From an optimization exercise on the open Yosys and OpenROAD flow, aimed at small area, a short achievable clock period and few clock cycles per item; shortcuts taken in it are not production practice.
Where RTL was checked, it was by simulation tests only, not by an equivalence proof against the original.

==> flow/design.v (excerpt) <==
module speck64_core #(
    parameter NE = 4
)(
    input  wire          clk,
    input  wire          rst,           
    output wire          ready,
    input  wire          key_load,
    input  wire [127:0]  key_in,        
    input  wire          blk_start,
    input  wire          blk_dec,
    input  wire [63:0]   blk_in,        
    output wire          blk_done,
    output wire [63:0]   blk_out
);
    reg  [4:0]    ph;        
    reg  [4:0]    ph_b;      
    reg  [NE-1:0] sl;        
    reg  [NE-1:0] show;      
    reg           nokey;     
    reg  [NE-1:0] run;       
    reg  [NE-1:0] dec;       
    reg           expand;    
    reg           pend;      
    reg  [127:0]  ka, kb, kbuf;
    reg  [31:0]   kn;        
    wire last = sl[0];
    wire [NE-1:0] take;
    assign take[0] = last && !pend;
    genvar j;
    generate
        for (j = 1; j < NE; j = j + 1) begin : g_take
            assign take[j] = sl[j] && run[j-1];
        end
    endgenerate
    wire [NE-1:0] sl_next = {sl[NE-1:1], last};    
    wire late_key = key_load && |take[NE-1:1];
    wire stay     = last && nokey && !key_load;     
    wire [31:0] af_l, af_k;
    speck_round         u_key_f (.x_in(ka[63:32]), .y_in(ka[31:0]), .k_in({27'd0, ph}),
                                 .x_out(af_l), .y_out(af_k));
    wire [31:0] bd;
    speck_add u_key_i (.a(kb[127:96] ^ {27'd0, ph_b}), .b(~kn), .ci(1'b1), .s(bd));
    wire [127:0] kb_inv = {kb[95:64], kb[63:32], bd[23:0], bd[31:24], kn};
    wire [31:0]  kn_inv = {kn[2:0] ^ kb[66:64], kn[31:3] ^ kb[95:67]};     
    wire [31:0]  ka_kn  = ka[31:0] ^ ka[127:96];
  ...
==> module speck64_core, before the edit <==
module speck64_core #(
    parameter NE = 4
)(
    input  wire          clk,
    input  wire          rst,           
    output wire          ready,
    input  wire          key_load,
    input  wire [127:0]  key_in,        
    input  wire          blk_start,
    input  wire          blk_dec,
    input  wire [63:0]   blk_in,        
    output wire          blk_done,
    output wire [63:0]   blk_out
);
    reg  [4:0]    ph;        
    reg  [4:0]    ph_b;      
    reg  [NE-1:0] sl;        
    reg  [NE-1:0] show;      
    reg           nokey;     
    reg  [NE-1:0] run;       
    reg  [NE-1:0] dec;       
    reg           expand;    
    reg           pend;      
    reg  [127:0]  ka, kb, kbuf;
    reg  [31:0]   kn;        
    wire last = sl[0];
    wire [NE-1:0] take;
    assign take[0] = last && !pend;
    genvar j;
    generate
        for (j = 1; j < NE; j = j + 1) begin : g_take
            assign take[j] = sl[j] && run[j-1];
        end
    endgenerate
    wire [NE-1:0] sl_next = {sl[NE-1:1], last};    
    wire late_key = key_load && |take[NE-1:1];
    wire stay     = last && nokey && !key_load;     
    wire [31:0] af_l, af_k;
    speck_round         u_key_f (.x_in(ka[63:32]), .y_in(ka[31:0]), .k_in({27'd0, ph}),
                                 .x_out(af_l), .y_out(af_k));
    wire [31:0] bd;
    speck_add u_key_i (.a(kb[127:96] ^ {27'd0, ph_b}), .b(~kn), .ci(1'b1), .s(bd));
    wire [127:0] kb_inv = {kb[95:64], kb[63:32], bd[23:0], bd[31:24], kn};
    wire [31:0]  kn_inv = {kn[2:0] ^ kb[66:64], kn[31:3] ^ kb[95:67]};     
    wire [31:0]  ka_kn  = ka[31:0] ^ ka[127:96];
    wire [31:0]  kn_ka  = {ka_kn[2:0], ka_kn[31:3]};                      
    wire [32*NE-1:0] kdf, kdi;
    assign kdf[31:0] = ka[31:0];
    assign kdi[31:0] = kn;
    wire [63:0] out_sel [0:NE];
    assign out_sel[0] = 64'd0;
    generate
        for (j = 0; j < NE; j = j + 1) begin : g_eng
            reg  [63:0] dat;     
            wire [31:0] xf, yf, xi, yi;
            if (j > 0) begin : g_kd
                reg [31:0] kf, ki;
                always @(posedge clk) begin
                    kf <= kdf[32*(j-1) +: 32];
                    ki <= kdi[32*(j-1) +: 32];
                end
                assign kdf[32*j +: 32] = kf;
                assign kdi[32*j +: 32] = ki;
            end
            speck_round         u_f (.x_in(dat[63:32]), .y_in(dat[31:0]), .k_in(kdf[32*j +: 32]),
                                     .x_out(xf), .y_out(yf));
            speck_round_inverse u_i (.x_in(dat[63:32]), .y_in(dat[31:0]), .k_in(kdi[32*j +: 32]),
                                     .x_out(xi), .y_out(yi));
            always @(posedge clk) begin
                if (sl[j])
                    dat <= blk_in;
                else
                    dat <= dec[j] ? {xi, yi} : {xf, yf};
            end
            assign out_sel[j+1] = out_sel[j] | (show[j] ? dat : 64'd0);
        end
    endgenerate
    assign blk_out = out_sel[NE];
    wire [NE-1:0] sl_d, run_d, dec_d, take_d;
    wire          pend_d = (pend && !last) || late_key;
    assign sl_d  = stay ? sl : {sl_next[NE-2:0], ph == 5'd26};
    assign run_d = stay ? (run & ~sl) : (run & ~sl) | (take & sl & {NE{blk_start}});
    assign dec_d = (dec & ~sl) | (sl & {NE{blk_dec}});
    assign take_d[0] = sl_d[0] && !pend_d;
    generate
        for (j = 1; j < NE; j = j + 1) begin : g_take_d
            assign take_d[j] = sl_d[j] && run_d[j-1];
        end
    endgenerate
    reg          ready_r, done_r;
    assign ready    = ready_r;
    assign blk_done = done_r;
    always @(posedge clk or posedge rst) begin
        if (rst) begin
            sl       <= {{(NE-1){1'b0}}, 1'b1};
            nokey    <= 1'b1;
            run      <= {NE{1'b0}};
            dec      <= {NE{1'b0}};
            expand   <= 1'b0;
            pend     <= 1'b0;
            ready_r  <= 1'b1;
            done_r   <= 1'b0;
        end else begin
            sl      <= sl_d;
            run     <= run_d;
            ready_r <= |take_d;
            done_r  <= |(run_d & sl_d);
            if (!stay) begin
                dec  <= dec_d;
                pend <= pend_d;
                if (last) begin
                    nokey  <= 1'b0;
                    expand <= pend || key_load;
                end
            end
        end
    end
    always @(posedge clk)
        show <= sl_d;
    always @(posedge clk) begin
        if (last) begin
            ph   <= 5'd0;
            ph_b <= 5'd26;
        end else begin
            ph   <= ph + 5'd1;
            ph_b <= ph_b - 5'd1;
        end
    end
    always @(posedge clk) begin
        if (late_key)
            kbuf <= key_in;
        if (last) begin
            if (pend)
                ka <= kbuf;
            else if (key_load)
                ka <= key_in;
            else
                ka <= kb;
            kb <= ka;
            kn <= kn_ka;
        end else begin
            ka <= {af_l, ka[127:64], af_k};
            kn <= kn_inv;        
            if (!expand)
                kb <= kb_inv;
            else if (sl[1])
                kb <= ka;
        end
    end
endmodule
clock: 7.0 ns
lec_check: 0
cap_margin: 20
core_margin: 2
core_utilization: 40
setup_slack_margin: 3.6
slew_margin: 20
standard.sh (not shown) runs the stock make flow with config.mk's settings and CLKGATE_MAP_FILE= SYNTH_SCRIPT=/design/flow/synth_recipe.tcl, a recipe that flattens the netlist after the stock synthesis.
==> flow/flow/run.sh <==
#!/bin/bash
# The standard layout, with the port buffers made from the smallest buffer
# (buf_1) instead of the one buffer_ports picks by default.
set -euo pipefail
export BUFFER_PORTS_ARGS="-buffer_cell sky130_fd_sc_hd__buf_1"
bash standard.sh > standard_flow.log 2>&1
Testbench counts at the start, summed over its fixed seeds: cycles 6,752, blocks 784.
Rerun with:
--- a/flow/design.v
+++ b/flow/design.v
@@ -69,4 +69,5 @@
     reg  [4:0]    ph;        
     reg  [4:0]    ph_b;      
+    reg           hold;      
     reg  [NE-1:0] sl;        
     reg  [NE-1:0] show;      
@@ -101,5 +102,5 @@
     wire [32*NE-1:0] kdf, kdi;
     assign kdf[31:0] = ka[31:0];
-    assign kdi[31:0] = kn;
+    assign kdi[31:0] = kb[31:0];
     wire [63:0] out_sel [0:NE];
     assign out_sel[0] = 64'd0;
@@ -130,5 +131,8 @@
         end
     endgenerate
-    assign blk_out = out_sel[NE];
+    reg [63:0] outr;
+    always @(posedge clk)
+        outr <= out_sel[NE];
+    assign blk_out = outr;
     wire [NE-1:0] sl_d, run_d, dec_d, take_d;
     wire          pend_d = (pend && !last) || late_key;
@@ -142,10 +146,11 @@
         end
     endgenerate
-    reg          ready_r, done_r;
+    reg          ready_r, done_r, done_o;
     assign ready    = ready_r;
-    assign blk_done = done_r;
+    assign blk_done = done_o;
     always @(posedge clk or posedge rst) begin
         if (rst) begin
             sl       <= {{(NE-1){1'b0}}, 1'b1};
+            hold     <= 1'b0;
             nokey    <= 1'b1;
             run      <= {NE{1'b0}};
@@ -155,5 +160,7 @@
             ready_r  <= 1'b1;
             done_r   <= 1'b0;
+            done_o   <= 1'b0;
         end else begin
+            done_o  <= done_r;
             sl      <= sl_d;
             run     <= run_d;
@@ -161,4 +168,5 @@
             done_r  <= |(run_d & sl_d);
             if (!stay) begin
+                hold <= (ph == 5'd25);
                 dec  <= dec_d;
                 pend <= pend_d;
@@ -175,5 +183,5 @@
         if (last) begin
             ph   <= 5'd0;
-            ph_b <= 5'd26;
+            ph_b <= 5'd25;
         end else begin
             ph   <= ph + 5'd1;
@@ -193,12 +201,14 @@
             kb <= ka;
             kn <= kn_ka;
-        end else begin
+        end else if (!hold) begin
             ka <= {af_l, ka[127:64], af_k};
-            kn <= kn_inv;        
-            if (!expand)
+            if (!expand) begin
                 kb <= kb_inv;
-            else if (sl[1])
+                kn <= kn_inv;
+            end else if (sl[1]) begin
                 kb <= ka;
-        end
-    end
-endmodule
+                kn <= kn_ka;
+            end
+        end
+    end
+endmodule
The changed run produced a clean layout.
Final area came out higher by 5.0%.
Die area rose by 5.5%.
Area after synthesis rises by 5.6%.
Clock-buffer cell count fell by 27.
Fmax drops by 3.1%.
For the second run of this note, only the layout was checked, not whether the RTL still works.

speck64_core, a different RTL version from the one above (not shown whole).
For scale: about 5200 cells after synthesis, about 860 flip-flops, ~260 I/O pins, roughly 51000 um^2 of cells after synthesis.
==> module speck64_core, before the edit <==
module speck64_core #(
    parameter NE = 4
)(
    input  wire          clk,
    input  wire          rst,           
    output wire          ready,
    input  wire          key_load,
    input  wire [127:0]  key_in,        
    input  wire          blk_start,
    input  wire          blk_dec,
    input  wire [63:0]   blk_in,        
    output wire          blk_done,
    output wire [63:0]   blk_out
);
    reg  [4:0]    ph;        
    reg  [4:0]    ph_b;      
    reg           hold;      
    reg  [NE-1:0] sl;        
    reg  [NE-1:0] show;      
    reg           nokey;     
    reg  [NE-1:0] run;       
    reg  [NE-1:0] dec;       
    reg           expand;    
    reg           pend;      
    reg  [127:0]  ka, kb, kbuf;
    wire last = sl[0];
    wire [NE-1:0] take;
    assign take[0] = last && !pend;
    genvar j;
    generate
        for (j = 1; j < NE; j = j + 1) begin : g_take
            assign take[j] = sl[j] && run[j-1];
        end
    endgenerate
    wire [NE-1:0] sl_next = {sl[NE-1:1], last};    
    wire late_key = key_load && |take[NE-1:1];
    wire stay     = last && nokey && !key_load;     
    wire [31:0] af_l, af_k, bi_l, bi_k;
    speck_round         u_key_f (.x_in(ka[63:32]), .y_in(ka[31:0]), .k_in({27'd0, ph}),
                                 .x_out(af_l), .y_out(af_k));
    speck_round_inverse u_key_i (.x_in(kb[127:96]), .y_in(kb[31:0]), .k_in({27'd0, ph_b}),
                                 .x_out(bi_l), .y_out(bi_k));
    wire [32*NE-1:0] kdf, kdi;
    assign kdf[31:0] = ka[31:0];
    assign kdi[31:0] = kb[31:0];
    wire [63:0] out_sel [0:NE];
    assign out_sel[0] = 64'd0;
    generate
        for (j = 0; j < NE; j = j + 1) begin : g_eng
            reg  [63:0] dat;     
            wire [31:0] xf, yf, xi, yi;
            if (j > 0) begin : g_kd
                reg [31:0] kf, ki;
                always @(posedge clk) begin
                    kf <= kdf[32*(j-1) +: 32];
                    ki <= kdi[32*(j-1) +: 32];
                end
                assign kdf[32*j +: 32] = kf;
                assign kdi[32*j +: 32] = ki;
            end
            speck_round         u_f (.x_in(dat[63:32]), .y_in(dat[31:0]), .k_in(kdf[32*j +: 32]),
                                     .x_out(xf), .y_out(yf));
            speck_round_inverse u_i (.x_in(dat[63:32]), .y_in(dat[31:0]), .k_in(kdi[32*j +: 32]),
                                     .x_out(xi), .y_out(yi));
            always @(posedge clk) begin
                if (sl[j])
                    dat <= blk_in;
                else
                    dat <= dec[j] ? {xi, yi} : {xf, yf};
            end
            assign out_sel[j+1] = out_sel[j] | (show[j] ? dat : 64'd0);
        end
    endgenerate
    assign blk_out = out_sel[NE];
    wire [NE-1:0] sl_d, run_d, dec_d, take_d;
    wire          pend_d = (pend && !last) || late_key;
    assign sl_d  = stay ? sl : {sl_next[NE-2:0], ph == 5'd26};
    assign run_d = stay ? (run & ~sl) : (run & ~sl) | (take & sl & {NE{blk_start}});
    assign dec_d = (dec & ~sl) | (sl & {NE{blk_dec}});
    assign take_d[0] = sl_d[0] && !pend_d;
    generate
        for (j = 1; j < NE; j = j + 1) begin : g_take_d
            assign take_d[j] = sl_d[j] && run_d[j-1];
        end
    endgenerate
    reg          ready_r, done_r;
    assign ready    = ready_r;
    assign blk_done = done_r;
    always @(posedge clk or posedge rst) begin
        if (rst) begin
            sl       <= {{(NE-1){1'b0}}, 1'b1};
            hold     <= 1'b0;
            nokey    <= 1'b1;
            run      <= {NE{1'b0}};
            dec      <= {NE{1'b0}};
            expand   <= 1'b0;
            pend     <= 1'b0;
            ready_r  <= 1'b1;
            done_r   <= 1'b0;
        end else begin
            sl      <= sl_d;
            run     <= run_d;
            ready_r <= |take_d;
            done_r  <= |(run_d & sl_d);
            if (!stay) begin
                hold <= (ph == 5'd25);
                dec  <= dec_d;
                pend <= pend_d;
                if (last) begin
                    nokey  <= 1'b0;
                    expand <= pend || key_load;
                end
            end
        end
    end
    always @(posedge clk)
        show <= sl_d;
    always @(posedge clk) begin
        if (last) begin
            ph   <= 5'd0;
            ph_b <= 5'd25;
        end else begin
            ph   <= ph + 5'd1;
            ph_b <= ph_b - 5'd1;
        end
    end
    always @(posedge clk) begin
        if (late_key)
            kbuf <= key_in;
        if (last) begin
            if (pend)
                ka <= kbuf;
            else if (key_load)
                ka <= key_in;
            else
                ka <= kb;
            kb <= ka;
        end else if (!hold) begin
            ka <= {af_l, ka[127:64], af_k};
            if (!expand)
                kb <= {kb[95:32], bi_l, bi_k};
            else if (sl[1])
                kb <= ka;
        end
    end
endmodule
export LEC_CHECK = 0
export CAP_MARGIN = 20
export CORE_MARGIN = 2
export CORE_UTILIZATION = 40
export SETUP_SLACK_MARGIN = 3.6
export SLEW_MARGIN = 20
create_clock -name core_clock -period 7.0 [get_ports {clk}]
Scripts as last shown in full above: flow/flow/run.sh
The baseline completed without violations.
Testbench counts at the start, summed over its fixed seeds: cycles 6,752, blocks 784.
Change:
--- a/flow/design.v
+++ b/flow/design.v
@@ -71,5 +71,4 @@
     reg           hold;      
     reg  [NE-1:0] sl;        
-    reg  [NE-1:0] show;      
     reg           nokey;     
     reg  [NE-1:0] run;       
@@ -90,4 +89,6 @@
     wire late_key = key_load && |take[NE-1:1];
     wire stay     = last && nokey && !key_load;     
+    assign ready    = |take;
+    assign blk_done = |(run & sl);                  
     wire [31:0] af_l, af_k, bi_l, bi_k;
     speck_round         u_key_f (.x_in(ka[63:32]), .y_in(ka[31:0]), .k_in({27'd0, ph}),
@@ -123,22 +124,8 @@
                     dat <= dec[j] ? {xi, yi} : {xf, yf};
             end
-            assign out_sel[j+1] = out_sel[j] | (show[j] ? dat : 64'd0);
+            assign out_sel[j+1] = out_sel[j] | (sl[j] ? dat : 64'd0);
         end
     endgenerate
     assign blk_out = out_sel[NE];
-    wire [NE-1:0] sl_d, run_d, dec_d, take_d;
-    wire          pend_d = (pend && !last) || late_key;
-    assign sl_d  = stay ? sl : {sl_next[NE-2:0], ph == 5'd26};
-    assign run_d = stay ? (run & ~sl) : (run & ~sl) | (take & sl & {NE{blk_start}});
-    assign dec_d = (dec & ~sl) | (sl & {NE{blk_dec}});
-    assign take_d[0] = sl_d[0] && !pend_d;
-    generate
-        for (j = 1; j < NE; j = j + 1) begin : g_take_d
-            assign take_d[j] = sl_d[j] && run_d[j-1];
-        end
-    endgenerate
-    reg          ready_r, done_r;
-    assign ready    = ready_r;
-    assign blk_done = done_r;
     always @(posedge clk or posedge rst) begin
         if (rst) begin
@@ -150,24 +137,19 @@
             expand   <= 1'b0;
             pend     <= 1'b0;
-            ready_r  <= 1'b1;
-            done_r   <= 1'b0;
-        end else begin
-            sl      <= sl_d;
-            run     <= run_d;
-            ready_r <= |take_d;
-            done_r  <= |(run_d & sl_d);
-            if (!stay) begin
-                hold <= (ph == 5'd25);
-                dec  <= dec_d;
-                pend <= pend_d;
-                if (last) begin
-                    nokey  <= 1'b0;
-                    expand <= pend || key_load;
-                end
+        end else if (!stay) begin
+            sl[0]      <= (ph == 5'd26);
+            sl[NE-1:1] <= sl_next[NE-2:0];
+            hold       <= (ph == 5'd25);
+            run <= (run & ~sl) | (take & sl & {NE{blk_start}});
+            dec <= (dec & ~sl) | (sl & {NE{blk_dec}});
+            if (last) begin
+                nokey  <= 1'b0;
+                expand <= pend || key_load;
+                pend   <= 1'b0;
             end
+            if (late_key)
+                pend <= 1'b1;
         end
     end
-    always @(posedge clk)
-        show <= sl_d;
     always @(posedge clk) begin
         if (last) begin
=>
- The changed run finished with timing, DRC and antenna clean
- clock skew came out lower by 0.014 ns
- routed wire length climbs by a few percent
- clock-buffer cell count falls by 7
- cell area goes up slightly
- setup slack got worse by 0.13 ns
- area after synthesis is lower slightly
- critical path depth came out lower by 11
- die area falls slightly
- utilization climbs by 0.82 points
- flip-flop and latch count is lower by 6
- via count goes up slightly
- fmax is lower by a few percent
Testbench counts after the change, summed over its fixed seeds: cycles 6,752, blocks 784.

[static timing again, ports no longer ideal]
Ports are ideal in the flow. The routed layouts listed here were re-timed in OpenROAD.
Step 1 sets driving cells, clkbuf_16 on the clock port and buf_2 on the other inputs (assumed; they add their load-dependent delay and slew).
Step 2 adds t to the input delays and takes it off the output delays; t is the mean of the earliest and latest rising clock arrival at the registers after step 1. Input paths then give back, and output paths get back, about the clock's delay inside the block.
Slacks: ideal / step 1 / step 2; pairs: ideal / step 1.
| run | t, ns | setup WS [ns] | worst hold slack (ns) | cell pins on the clock port's net |
|---|---|---|---|---|
| the first run of note 1 | 0.814 | 3.399 / 3.320 / 2.963 | 0.365 / 0.365 / 0.365 | 1 |
| the second run of note 1 | 0.826 | 3.283 / 3.283 / 3.278 | 0.358 / 0.358 / 0.358 | 1 |
| the first run of note 2 | 0.806 | 3.288 / 3.288 / 3.288 | 0.355 / 0.355 / 0.355 | 1 |
| the second run of note 2 | 0.810 | 3.162 / 3.087 / 3.181 | 0.369 / 0.369 / 0.369 | 1 |
After both steps every run listed still meets setup and hold. For the first run of note 1, which loses most, drivers alone change the setup slack by -0.079 ns; drivers and shift together by -0.436 ns.
